Context: an optimization exercise on an open-source flow, tuned for small area. The choices shown serve that exercise and are no tape-out recipe. In this exercise RTL edits were held to simulation tests only and were not proved equivalent to the original. Power figures rest on the tool's default switching activity, not on a simulated workload. The clock port is modelled as an ideal driver; clocking choices that lean on that would not hold on a real chip.

Setup of wip/xenon:
==> flow/design.v (excerpt) <==
module mac_addr#(
    parameter OLD_TIME = 16'd1500,
    parameter AW = 4, 
    parameter TABLE_END = 10'd1 << AW 
)
(
    input wire sys_clk,
    input wire sys_rst_n,
    input wire mac_addr_en,
    input wire [47:0] D_mac,
    input wire [47:0] S_mac,
    input wire [2:0] S_port_num,
    output wire [2:0] D_port_num,
    output wire D_port_num_en,
    output wire flooding
);
For scale: about 810 flip-flops, roughly 110 I/O pins, about 24,000 µm² of cells after synthesis.
==> flow/config.mk <==
export PLATFORM = sky130hd
export DESIGN_NAME = mac_addr
export DESIGN_NICKNAME = mac_addr
export VERILOG_FILES = /design/flow/design.v
export SDC_FILE = /design/flow/constraint.sdc
export NUM_CORES = 4
export LEC_CHECK = 0
export CAP_MARGIN = 20
export CORE_MARGIN = 2
export CORE_UTILIZATION = 50
export SLEW_MARGIN = 20
==> flow/constraint.sdc <==
create_clock -name core_clock -period 10.0 [get_ports {sys_clk}]
set_input_delay 2.0000 -clock core_clock [delete_from_list [all_inputs] [get_ports {sys_clk}]]
set_output_delay 2.0000 -clock core_clock [all_outputs]
set_load 0.01 [all_outputs]
standard.sh (not shown) runs the stock make flow with config.mk's settings and CLKGATE_MAP_FILE= SYNTH_SCRIPT=/design/flow/synth_recipe.tcl, a recipe that flattens the netlist after the stock synthesis.
==> flow/flow/run.sh <==
#!/bin/bash
# The standard layout (standard.sh: the standard flow's synthesis and ORFS flow) with two
# changes: the port buffers are the smallest buffer (buf_1), and clock tree
# synthesis uses larger sink clusters and no dummy loads.
set -e
export BUFFER_PORTS_ARGS="-buffer_cell sky130_fd_sc_hd__buf_1"
export CTS_ARGS="-sink_clustering_enable -repair_clock_nets -sink_clustering_size 36 -sink_clustering_max_diameter 60 -buf_list sky130_fd_sc_hd__clkbuf_16 -dont_use_dummy_load"
bash standard.sh > standard.log 2>&1
The inputs of wip/raven differ from those of wip/xenon as listed below.
- CORE_UTILIZATION: 50 -> 35
==> flow/run.sh (new file) <==
#!/bin/bash
# synth_recipe.tcl (not shown) runs the flow's synth.tcl, then flattens the netlist and writes it again
# the make line also repeats each setting of config.mk as NAME=value (left out here)
make -C /OpenROAD-flow-scripts/flow DESIGN_CONFIG=/design/flow/config.mk WORK_HOME=/design/flow/orfs CLKGATE_MAP_FILE= SYNTH_SCRIPT=/design/flow/synth_recipe.tcl finish
removed: flow/flow/run.sh
removed: flow/standard.sh
### Flow results
A cell with the largest stage delay on the worst path of sky130_fd_sc_hd__clkdlybuf4s50_1 is what wip/raven shows, while sky130_fd_sc_hd__xor2_4 belongs to wip/xenon. wip/raven vs. wip/xenon: clock skew has decreased; fraction of layout instances using a drive strength above 1 went up by 4.7 points; power picked up an extra about 16%.
Inputs modified between wip/raven and wip/amber:
- putting CTS_BUF_LIST at sky130_fd_sc_hd__clkbuf_16 where nothing was set
- swapping 35 for 50 in CORE_UTILIZATION
- putting CTS_CLUSTER_DIAMETER at 100 where nothing was set
- putting CTS_CLUSTER_SIZE at 30 where nothing was set
Findings:
- Across wip/raven and wip/amber, none had a timing, DRC or antenna violation.
- Die: wip/amber smaller than wip/raven
- wip/amber gives less worst setup timing slack at the placement stage than wip/raven did.
- In the metrics for wip/raven and wip/amber, the one carrying the lower proportion of power drawn by combinational gates is wip/raven.
- The worst slew margin relative to its limit of wip/amber exceeds that of wip/raven by 1.9 points.
### wip/amber -> wip/tundra
- a deleted CTS_BUF_LIST that had been sky130_fd_sc_hd__clkbuf_16
- a deleted CTS_CLUSTER_SIZE that had been 30
- a deleted CTS_CLUSTER_DIAMETER that had been 100
==> flow/flow/run.sh (new file) <==
#!/bin/bash
# The standard layout (standard.sh: the standard flow's synthesis and ORFS flow) with two
# changes: the port buffers are the smallest buffer (buf_1), and clock tree
# synthesis uses larger sink clusters and no dummy loads.
set -e
export BUFFER_PORTS_ARGS="-buffer_cell sky130_fd_sc_hd__buf_1"
export CTS_ARGS="-sink_clustering_enable -repair_clock_nets -sink_clustering_size 40 -sink_clustering_max_diameter 45 -buf_list sky130_fd_sc_hd__clkbuf_16 -dont_use_dummy_load"
bash standard.sh > standard.log 2>&1
==> flow/standard.sh (new file) <==
#!/bin/bash
# synth_recipe.tcl (not shown) runs the flow's synth.tcl, then flattens the netlist and writes it again
# the make line also repeats each setting of config.mk as NAME=value (left out here)
make -C /OpenROAD-flow-scripts/flow DESIGN_CONFIG=/design/flow/config.mk WORK_HOME=/design/flow/orfs CLKGATE_MAP_FILE= SYNTH_SCRIPT=/design/flow/synth_recipe.tcl "${@:-finish}"
removed: flow/run.sh
Notes after the runs:
| number of cells on the critical path | wip/tundra vs wip/amber | 4 lower |
Diff wip/amber -> wip/tundra | clock skew after layout | increase of 0.049 ns
Re proportion of power drawn by the clock network: wip/amber was lower than wip/tundra.
wip/tundra vs wip/amber — register clock-pin slew on the reported worst setup and hold paths dropped 0.03 ns.
Inputs modified between wip/tundra and wip/maple:
==> flow/flow/run.sh <==
#!/bin/bash
# The standard layout (standard.sh: the standard flow's synthesis and ORFS flow) with two
# changes: the port buffers are the smallest buffer (buf_1), and clock tree
# synthesis uses larger sink clusters and no dummy loads.
set -e
export BUFFER_PORTS_ARGS="-buffer_cell sky130_fd_sc_hd__buf_1"
export CTS_ARGS="-sink_clustering_enable -repair_clock_nets -sink_clustering_size 30 -sink_clustering_max_diameter 100 -buf_list sky130_fd_sc_hd__clkbuf_16 -dont_use_dummy_load"
bash standard.sh > standard.log 2>&1
Findings:
- Compared to wip/tundra, wip/maple shows a narrower setup margin.
- In the metrics for wip/maple and wip/tundra, the one carrying the lower layout overhead on the synthesized area is wip/maple.
- | routed length per instance | wip/tundra vs wip/maple | ≈ equal |
- Total power draw | wip/maple below wip/tundra
- In terms of highest clock rate, wip/maple and wip/tundra differ only marginally.
- The total met3 wirelength after detailed routing in wip/maple was lower than what wip/tundra gave.

[re-timing with driven ports]
In the flow no input, the clock included, has a driving cell. The finished layouts below were timed again as built, in two steps.
Step 1 assumes that a clkbuf_16 drives the clock port and a buf_2 every other input.
Step 2 times the ports against the registers' clock, not the clock port: input delays grow and output delays shrink by t, the midpoint of the rising clock arrivals with the driver on.
Slacks: ideal / step 1 / step 2; pairs: ideal / step 1.
| run | t, ns | setup WS [ns] | worst setup path after step 2 | worst slew at a driven data input, ns |
|---|---|---|---|---|
| wip/xenon | 0.632 | 0.862 / 0.841 / 0.679 | input to register | 0.10 |
| wip/raven | 0.667 | 0.440 / 0.394 / 0.394 | input to output | 0.13 |
| wip/amber | 0.669 | 0.344 / 0.317 / 0.317 | input to output | 0.10 |
| wip/tundra | 0.640 | 0.868 / 0.847 / 0.680 | input to register | 0.10 |
| wip/maple | 0.656 | 0.845 / 0.822 / 0.722 | input to register | 0.10 |
After both steps every run listed still meets setup and hold. The setup slack of wip/tundra, which loses most, moves by -0.021 ns with the drivers and by -0.188 ns with both steps.
